From an optimization exercise on the open Yosys and OpenROAD flow, aimed at small area; shortcuts taken in it are not production practice. Function was checked by simulation only, so behaviour that the tests miss may differ from the original. Power figures rest on the tool's default switching activity, not on a simulated workload.

## flow/design.v (module list and top-level ports; edited modules follow where they fit)
// module fft_core: 1251 lines
// module fa: 4 lines
// module ha: 4 lines
module fft_core (
   input               clk,
   input               rst_n,
   input        [3:0]  cfg_point,
   input               cfg_ifft,
   input        [5:0]  cfg_scaling,
   input               in_valid,
   input        [31:0] in_data,
   output logic        out_valid,
   output logic [31:0] out_data
);
  // ...
==> flow/run.sh <==
#!/bin/bash
# synth_recipe.tcl (not shown) runs the flow's synth.tcl, then flattens the netlist and writes it again
# the make line also repeats each setting of config.mk as NAME=value (left out here)
make -C /OpenROAD-flow-scripts/flow DESIGN_CONFIG=/design/flow/config.mk WORK_HOME=/design/flow/orfs CLKGATE_MAP_FILE= SYNTH_SCRIPT=/design/flow/synth_recipe.tcl finish
==> flow/config.mk <==
export PLATFORM = sky130hd
export DESIGN_NAME = fft_core
export DESIGN_NICKNAME = fft_core
export VERILOG_FILES = /design/flow/design.v
export SDC_FILE = /design/flow/constraint.sdc
export NUM_CORES = 4
export LEC_CHECK = 0
export CAP_MARGIN = 0
export CORE_MARGIN = 2
export CORE_UTILIZATION = 60
export CTS_BUF_LIST = sky130_fd_sc_hd__clkbuf_2 sky130_fd_sc_hd__clkbuf_4 sky130_fd_sc_hd__clkbuf_8
export CTS_CLUSTER_DIAMETER = 60
export CTS_CLUSTER_SIZE = 20
export SLEW_MARGIN = 0
export SYNTH_HIERARCHICAL = 1
export SYNTH_MEMORY_MAX_BITS = 65536
==> flow/constraint.sdc <==
create_clock -name core_clock -period 20.0 [get_ports {clk}]
set_input_delay 4.0000 -clock core_clock [delete_from_list [all_inputs] [get_ports {clk}]]
set_output_delay 4.0000 -clock core_clock [all_outputs]
set_load 0.01 [all_outputs]
==> out/results.tsv, run 1 <==
metric	value	unit
CORE AREA	35700	um^2
total global routing overflow	0	
met3 Use GR	3.59	%
Netlist cell types	65	
static leakage	10.4	nW
Hold Path Origin	dl4[0][22]$_DFF_P_	
first-pass GRT wire length	93900	um
Min Hold Slack	325	ps
compound-gate portion of the synthesized area	15.2	%
GRT Max-Usage Layer	met2	
CTS tree	done	
Die Wd	195	um
CP Capture Point	out_data[10]	
fraction of area in multi-input gates	62.9	%
internal cell power	1.38	mW
Sw Ratio	42.9	%
top cell category	multi-input combinational cells	
Root Driver	clkbuf_8	
Reg2Reg Depth	41	
status	timing/DRC/antenna clean	
Seq. pwr	722	uW
Worst-Margin Slew	1230	ps
NumNets Final	2472	
max FFs per register	132	
top-count cell post-synth	fa_1	
==> run 2: changes to the inputs <==
==> flow/flow/run.sh (new file) <==
#!/bin/bash
# Layout flow: the standard flow (standard.sh, all ORFS steps from the
# standard synthesis to finish) with two settings changed:
#  - the port buffers that global placement inserts are buf_2 cells;
#  - clock tree synthesis inserts no dummy loads.
# make's full output goes to flow_make.log in the work folder; ORFS keeps
# each step's log under orfs/logs/.
set -euo pipefail
bash standard.sh \
  "BUFFER_PORTS_ARGS=-buffer_cell sky130_fd_sc_hd__buf_1" \
  "CTS_ARGS=-sink_clustering_enable -repair_clock_nets -dont_use_dummy_load -buf_list {sky130_fd_sc_hd__clkbuf_2 sky130_fd_sc_hd__clkbuf_4 sky130_fd_sc_hd__clkbuf_8} -sink_clustering_size 20 -sink_clustering_max_diameter 60" \
  finish > flow_make.log 2>&1
==> flow/standard.sh (new file) <==
#!/bin/bash
# synth_recipe.tcl (not shown) runs the flow's synth.tcl, then flattens the netlist and writes it again
# the make line also repeats each setting of config.mk as NAME=value (left out here)
make -C /OpenROAD-flow-scripts/flow DESIGN_CONFIG=/design/flow/config.mk WORK_HOME=/design/flow/orfs CLKGATE_MAP_FILE= SYNTH_SCRIPT=/design/flow/synth_recipe.tcl "${@:-finish}"
--- a/flow/config.mk
+++ b/flow/config.mk
@@ -7,10 +7,11 @@
 export LEC_CHECK = 0
 export CAP_MARGIN = 0
 export CORE_MARGIN = 2
-export CORE_UTILIZATION = 60
+export CORE_UTILIZATION = 85
 export CTS_BUF_LIST = sky130_fd_sc_hd__clkbuf_2 sky130_fd_sc_hd__clkbuf_4 sky130_fd_sc_hd__clkbuf_8
 export CTS_CLUSTER_DIAMETER = 60
 export CTS_CLUSTER_SIZE = 20
+export PLACE_DENSITY = 0.92
 export SLEW_MARGIN = 0
 export SYNTH_HIERARCHICAL = 1
 export SYNTH_MEMORY_MAX_BITS = 65536
removed: flow/run.sh
==> out/results.tsv, run 2 <==
metric	value	unit	change
status	failed layout checks		was timing/DRC/antenna clean
Violated Checks	setup timing		
crit share post-route	102	%	was 97.6%
vias in the first global route	18233		was 16.5k
Syn Inst Count	2045		unchanged
crit end category	primary output		unchanged
final setup fails	15		was 0
Root Driver	clkbuf_8		unchanged
starting DRC count in detailed routing	2751		was 976
Die H	164	um	was 195 um
total global routing overflow	0		unchanged
Clk Latency, worst-skew pair	630	ps	about the same
layout cell share with drive strength beyond 1	11.6	%	was 12.4%
Min-Delay Path Class	flop to flop		unchanged
fin cells	2411		was 2556
MaxCap Viol Count	0		unchanged
top post-synthesis cells by count	313 x fa_1, 292 x dfxtp_1, 254 x mux2i_1, 190 x a21oi_1, 143 x inv_1		unchanged
PortBufs	78		unchanged
area grow syn2layout	5.77	%	was 9.90%
Synth Cell Area	21800	um^2	unchanged
Top Ports	79		unchanged
first-pass GRT wire length	99900	um	was 93900 um
Die ar.	27000	um^2	was 37900 um^2
most used cell, CP	fa_2		unchanged
CTS Buf Count	25		was 27
Final min period	20450	ps	was 19510 ps
Largest regs	dl8 x132, dl4 x64		unchanged
max FFs per register	132		unchanged
fillers	940		was 2884
Tot GR Track Use	49.5	%	was 32.2%
Clock Pin Slew Worst Setup and Hold Paths	110	ps	about the same
Critical Path AT	16450	ps	was 15510 ps
Pwr Total	2.45	mW	was 2.42 mW
Post-DP HPWL	47500	um	was 46600 um
register with the most flip-flops	dl8		unchanged
DRC violations left	0		unchanged
Final Hold Vio Count	0		unchanged
Placed Cells	2362		was 2494
Max Clk Rate	0.0489	GHz	was 0.0513 GHz
Placer Congestion	1.03		was 0.911
CP Max Fanout	7		was 15
Netlist cell types	65		unchanged
IR drop worst, VDD	0.130	mV	was 0.0875 mV
Required @ worst endpoint	16000	ps	about the same
Vias	18312		was 15.5k
Slowest cell on crit path	fa_2		unchanged
vias per cell	7.60		was 6.08
top-count cell post-synth	fa_1		unchanged
final wirelength	71100	um	was 59300 um
EDFF count, synth	2		unchanged
commonest non-fill, non-tap cells in the layout	290 x dfxtp_1, 284 x fa_1, 237 x mux2i_1		was 289 x dfxtp_1, 288 x fa_1, 231 x mux2i_1
top cell type's share of synthesized area	28.7	%	unchanged
Worst Path Buf+Inv	4		unchanged
Ys Warns	9		unchanged
Slew Limit Fails	0		unchanged
Site Rows	58		was 69
dominant cell type by area after synthesis	fa_1		unchanged
DRT Pass-1 Iters	6		unchanged
worst setup margin	-454	ps	was 490 ps
flops & latches, synth	294		unchanged
Layout Skew	82.7	ps	was 43.3 ps
CTS tree	done		unchanged
CTS Hold Bufs	0		unchanged
Die Wd	164	um	was 195 um
Syn Area/Cell	10.7	um^2	unchanged
crit path kind	flop to primary output		unchanged
number of antenna-violating nets in the routed design	0		unchanged
Clock Sinks	294		unchanged
crit start category	flop		unchanged
Top FF cell, synth	dfxtp_1		unchanged
part of the Yosys area used for sequential elements	27.0	%	unchanged
FFs w/ async S/R, synth	0	%	unchanged
Initial Utilization	86.7	%	was 61.1%
clk buf depth	3		unchanged
max incr delay on CP	490	ps	was 410 ps
cell area power density	106	nW/um^2	was 101 nW/um^2
commonest non-fill, non-tap cell in the layout	dfxtp_1		unchanged
slew margin rel.	12.3	%	was 17.9%
synth top area cells	fa_1 29%, dfxtp_1 27%, mux2i_1 12%		unchanged
CTS H-Tree Depth	1		unchanged
initial antenna violation count	7		was 0
CP delay by family, top	adder cells		unchanged
largest net degree at the start of global routing	63		was 85
syn_nets	2439		unchanged
NumNets Final	2472		unchanged
static leakage	9.90	nW	was 10.4 nW
Avg WL per Cell	29.5	um	was 23.2 um
CORE AREA	25200	um^2	was 35700 um^2
Worst-Margin Slew	1320	ps	was 1230 ps
[run 2: cell families after synthesis]
logic type | count (synthesis) | synth area share, %
compound gates | 515 | 15.2
fa+ha+maj | 350 | 30.8
mux | 332 | 15.8
flops | 294 | 27.0
buf+inv | 274 | 4.91
simple gates | 260 | 5.43
xor+xnor | 20 | 0.871
[run 2: layout make-up]
type                            instances  area (um^2)  share of cell area, %
Inverter                              145          544                   2.36
Multi-Input combinational cell       1477        15100                   65.5
Clock buffer                           25          344                   1.49
Timing Repair Buffer                  135          736                   3.19
Sequential cell                       294         5910                   25.6
Antenna cell                            5         12.5                 0.0542
Tap cell                              330          413                   1.79
[run 2: per-module statistics from Yosys (local to each module, per instance)]
module,times used,cells
fa,313,1
fft_core,1,1709
ha,23,1
[run 2: per-layer routing]
layer / GRT usage (%) / part of all wire (%)
met5: 0 / 0.20
met3: 12.3 / 13
met4: 41.4 / 12
met1: 55.7 / 31
met2: 79.6 / 44
[run 2: worst reg2reg max path: cells and delay by family, from the launching register on]
kind                       cells  cell delay (ps)
buffers and inverters          4              630
xor gates and xnor gates       2              480
adders and majority gates     32            12630
AOI/OAI and AO/OA              3             1090
muxes                          4              790
DFF                            1              370
[run 2: worst paths after layout]
path / startpoint / end / slack, ps / depth (start not counted)
setup / recovery: cd[0]$_DFF_P_ / out_data[11] / -450 / 47
hold reg to reg: dl8[0][7]$_DFF_P_ / dl8[1][7]$_DFF_P_ / 270 / 0
hold / removal: dl8[0][7]$_DFF_P_ / dl8[1][7]$_DFF_P_ / 270 / 0
setup reg to reg: cd[0]$_DFF_P_ / dl2[1]$_DFF_P_ / 3830 / 45
[run 2: timing repair]
action | 4_1_cts | 5_1_grt
buffers inserted | 10 | 7
endpoints found under the setup margin | 27 | 32
pin swaps | 3 | 12
gates resized for setup | 20 | 52
cloned | 0 | 2
[run 2: per-stage QoR]
step | setup WS, ps | util [%] | hold slack [ps] | setup TNS [ps] | cell area (um^2)
after global placement | 563 | 88.6 | 310 | 0 | 22300
after detailed placement | -107 | 88.6 | 312 | -747 | 22300
after global routing | -888 | 91.7 | 282 | -15120 | 23100
final | -454 | 91.7 | 273 | -5690 | 23100
after CTS | 3.62 | 90.6 | 280 | 0 | 22800
after floorplan | 986 | - | 310 | 0 | 21800
[run 2: where the power goes]
| group | switching, mW | internal, mW | leakage [nW] | total (mW) |
|---|---|---|---|---|
| combinational | 0.846 | 0.565 | 7.24 | 1.41 |
| clock | 0.196 | 0.111 | 0.180 | 0.308 |
| sequential | 0.0744 | 0.657 | 2.48 | 0.731 |
| total | 1.12 | 1.33 | 9.90 | 2.45 |
==> run 3: changes to the inputs <==
--- a/flow/flow/run.sh
+++ b/flow/flow/run.sh
@@ -7,6 +7,6 @@
 # each step's log under orfs/logs/.
 set -euo pipefail
 bash standard.sh \
-  "BUFFER_PORTS_ARGS=-buffer_cell sky130_fd_sc_hd__buf_1" \
+  "BUFFER_PORTS_ARGS=-buffer_cell sky130_fd_sc_hd__buf_2" \
   "CTS_ARGS=-sink_clustering_enable -repair_clock_nets -dont_use_dummy_load -buf_list {sky130_fd_sc_hd__clkbuf_2 sky130_fd_sc_hd__clkbuf_4 sky130_fd_sc_hd__clkbuf_8} -sink_clustering_size 20 -sink_clustering_max_diameter 60" \
   finish > flow_make.log 2>&1
--- a/flow/config.mk
+++ b/flow/config.mk
@@ -7,11 +7,11 @@
 export LEC_CHECK = 0
 export CAP_MARGIN = 0
 export CORE_MARGIN = 2
-export CORE_UTILIZATION = 85
+export CORE_UTILIZATION = 75
 export CTS_BUF_LIST = sky130_fd_sc_hd__clkbuf_2 sky130_fd_sc_hd__clkbuf_4 sky130_fd_sc_hd__clkbuf_8
 export CTS_CLUSTER_DIAMETER = 60
 export CTS_CLUSTER_SIZE = 20
-export PLACE_DENSITY = 0.92
+export PLACE_DENSITY = 0.85
 export SLEW_MARGIN = 0
 export SYNTH_HIERARCHICAL = 1
 export SYNTH_MEMORY_MAX_BITS = 65536
==> out/results.tsv, run 3 <==
metric	value	unit	change
cell area power density	98.9	nW/um^2	was 106 nW/um^2
Clk Latency, worst-skew pair	630	ps	about the same
FFs w/ async S/R, synth	0	%	unchanged
static leakage	10.0	nW	was 9.90 nW
Reg power frac	31.6	%	was 29.8%
Worst-Margin Slew	1160	ps	was 1320 ps
synth top area cells	fa_1 29%, dfxtp_1 27%, mux2i_1 12%		unchanged
crit share post-route	98.0	%	was 102%
Die H	175	um	was 164 um
initial antenna violation count	0		was 7
Sw Ratio	42.9	%	was 45.6%
max FFs per register	132		unchanged
part of the Yosys area used for sequential elements	27.0	%	unchanged
IR drop worst, VDD	0.0925	mV	was 0.130 mV
EDFF count, synth	2		unchanged
total global routing overflow	0		unchanged
layout cell share with drive strength beyond 1	13.9	%	was 11.6%
Clock Pin Slew Worst Setup and Hold Paths	110	ps	about the same
reg-to-reg slack, setup	4630	ps	was 3830 ps
Max Clk Rate	0.0510	GHz	was 0.0489 GHz
crit path kind	flop to primary output		unchanged
Hold Path Origin	dl8[0][0]$_DFF_P_		was dl8[0][7]$_DFF_P_
Initial Utilization	76.1	%	was 86.7%
DRT Pass-1 Iters	7		was 6
Top Ports	79		unchanged
number of antenna-violating nets in the routed design	0		unchanged
CORE AREA	28700	um^2	was 25200 um^2
clk buf depth	3		unchanged
final antenna diode count	0		was 5
Die Wd	175	um	was 164 um
Avg WL per Cell	22.6	um	was 29.5 um
Die ar.	30500	um^2	was 27000 um^2
most used cell, CP	fa_1		was fa_2
CTS Hold Bufs	0		unchanged
status	timing/DRC/antenna clean		was failed layout checks
Syn Inst Count	2045		unchanged
Slew Limit Fails	0		unchanged
final wirelength	55200	um	was 71100 um
Largest regs	dl8 x132, dl4 x64		unchanged
clock share of power	13.5	%	was 12.6%
vias in the first global route	16606		was 18.2k
flops & latches, synth	294		unchanged
crit end category	primary output		unchanged
internal cell power	1.30	mW	was 1.33 mW
Root Driver	clkbuf_8		unchanged
Critical Path Source	dl4[1][0]$_DFF_P_		was cd[0]$_DFF_P_
RR Startpoint	cnt8[0]$_SDFFE_PN0P_		was cd[0]$_DFF_P_
Vias	15942		was 18.3k
final setup fails	0		was 15
CTS Buf Count	26		was 25
syn_nets	2439		unchanged
top-count cell post-synth	fa_1		unchanged
CTS H-Tree Depth	1		unchanged
combinational fraction of design power	54.9	%	was 57.6%
CP Max Fanout	15		was 7
Final Util	80.2	%	was 91.7%
worst hold path stage count	0		unchanged
CTS tree	done		unchanged
Final min period	19610	ps	was 20450 ps
top cell type's share of synthesized area	28.7	%	unchanged
MaxCap Viol Count	0		unchanged
Critical Path AT	15610	ps	was 16450 ps
slew margin rel.	22.4	%	was 12.3%
Placer Congestion	1.02		was 1.03
register with the most flip-flops	dl8		unchanged
commonest non-fill, non-tap cell in the layout	fa_1		was dfxtp_1
vias per cell	6.52		was 7.60
NumNets Final	2457		was 2472
Layout Skew	111	ps	was 82.7 ps
Tot GR Track Use	37.1	%	was 49.5%
Netlist cell types	65		unchanged
top post-synthesis cells by count	313 x fa_1, 292 x dfxtp_1, 254 x mux2i_1, 190 x a21oi_1, 143 x inv_1		unchanged
Reg2Reg Depth	41		was 45
switching power	978	uW	was 1.12 mW
Slowest cell on crit path	fa_2		unchanged
dominant cell type by area after synthesis	fa_1		unchanged
crit start category	flop		unchanged
Ys Warns	9		unchanged
commonest non-fill, non-tap cells in the layout	291 x fa_1, 289 x dfxtp_1, 240 x mux2i_1		was 290 x dfxtp_1, 284 x fa_1, 237 x mux2i_1
Synth Cell Area	21800	um^2	unchanged
area grow syn2layout	5.42	%	was 5.77%
Top FF cell, synth	dfxtp_1		unchanged
first-pass GRT wire length	88100	um	was 99900 um
Hold Path Sink	dl8[1][0]$_DFF_P_		was dl8[1][7]$_DFF_P_
max incr delay on CP	420	ps	was 490 ps
starting DRC count in detailed routing	1245		was 2751
Required @ worst endpoint	16000	ps	about the same
DP Area	22400	um^2	was 22300 um^2
Min-Delay Path Class	flop to flop		unchanged
Final Cell Area	23000	um^2	was 23100 um^2
PortBufs	78		unchanged
Post-DP HPWL	43200	um	was 47500 um
DRC violations left	0		unchanged
R2R Path End	dl8[0][15]$_DFF_P_		was dl2[1]$_DFF_P_
Site Rows	62		was 58
Clock Sinks	294		unchanged
largest net degree at the start of global routing	63		unchanged
Syn Area/Cell	10.7	um^2	unchanged
Final Hold Vio Count	0		unchanged
[run 3: changes by cell type in the layout (fill, tap and decap cells not counted), moves of 5 or more]
cell / before / now
buf_2: 1 / 78
buf_1: 76 / 0
buf_4: 51 / 38
fa_1: 284 / 291
fa_2: 29 / 22
diode_2: 5 / 0
[run 3: metrics by stage]
stage	hold WS, ps	worst slack (ps)	TNS (ps)	cells	total power [mW]
final	262	391	0	2445	2.28
after global routing	260	-20.4	-69.4	2445	2.45
after CTS	262	14.4	0	2441	2.25
after detailed placement	312	465	0	2411	1.94
after global placement	310	700	0	2411	1.87
after floorplan	310	986	0	2045	1.60
[run 3: worst max path at each step]
stage | endpoint | slack [ps] | depth (start not counted)
finish | out_data[11] | 390 | 46
global route | out_data[29] | -20 | 45
CTS | out_data[10] | 10 | 45
detailed placement | out_data[26] | 470 | 45
global placement | out_data[11] | 700 | 46
floorplan | out_data[10] | 990 | 44
[run 3: timing repair]
| action | CTS | global route |
|---|---|---|
| endpoints found under the hold margin | 0 | 0 |
| pin swaps | 2 | 11 |
| endpoints found under the setup margin | 28 | 32 |
| gates cloned | 0 | 1 |
| gates resized for setup | 10 | 36 |
| buffers inserted | 4 | 4 |
[run 3: critical path, delay by kind of cell (launching register included)]
| kind | cells | cell delay, ps |
|---|---|---|
| fa+ha+maj | 32 | 11940 |
| buf+inv | 3 | 560 |
| xor+xnor | 2 | 460 |
| mux | 4 | 960 |
| compound gates | 3 | 590 |
| flops | 1 | 340 |
| simple gates | 2 | 150 |
[run 3: logic make-up (layout without fill, tap and decap cells)]
kind of cell	after synthesis	count (layout)	share of synthesized area, %
AO/OA/AOI/OAI	515	515	15.2
XOR/XNOR	20	20	0.871
adder cells (fa/ha/maj)	350	350	30.8
buffers and inverters	274	290	4.91
flip-flops	294	294	27.0
multiplexers	332	332	15.8
AND/OR/NAND/NOR	260	260	5.43
[run 3: cell type report]
cell class	instances	area (um^2)
Multi-Input combinational cell	1477	15000
Sequential cell	294	5910
Timing Repair Buffer	119	706
Clock buffer	26	358
Tap cell	384	480
Fill cell	1825	5680
Inverter	145	544
[run 3: power groups by stage]
stage               combinational (mW)  sequential, mW  clock (mW)
global placement                  1.14           0.728           0
floorplan                        0.889           0.709           0
CTS                               1.22           0.719       0.311
detailed placement                1.21           0.732           0
finish                            1.25           0.719       0.307
global route                      1.40           0.728       0.330
[run 3: per-module statistics from Yosys (local to each module, per instance)]
module	times used	flip-flops and latches	area, um^2	cells inside
fa	313	0	20.0	1
fft_core	1	294	15300	1709
ha	23	0	12.5	1
[run 3: per-layer routing]
layer	wire length (um)	global-route usage (%)
met5	0	0
met4	4370	23.0
met3	3020	3.44
met2	27600	65.1
met1	20100	44.3

==> separate check: timing with driven ports <==
The flow's constraints put no driver on any port. The routed layouts listed below were extracted and timed again, unchanged, in two steps. Step 1 assumes that a clkbuf_16 drives the clock port and a buf_2 every other input. Step 2 moves the port delays by t, midway between the first and last clock arrival at a register: inputs arrive t later, outputs are due t later. That takes back most of the time a late clock gives input paths. Three values: no drivers, after step 1, after step 2; two values: the first two.
run	shift t [ns]	slack for setup (ns)	worst setup path at the end	latest minus earliest clock arrival (ns)
run 1	0.666	0.490 / 0.432 / 1.069	input to register	0.044 / 0.043
run 2	0.637	-0.454 / -0.501 / 0.136	register to output	0.083 / 0.083
run 3	0.625	0.391 / 0.343 / 0.967	register to output	0.111 / 0.111
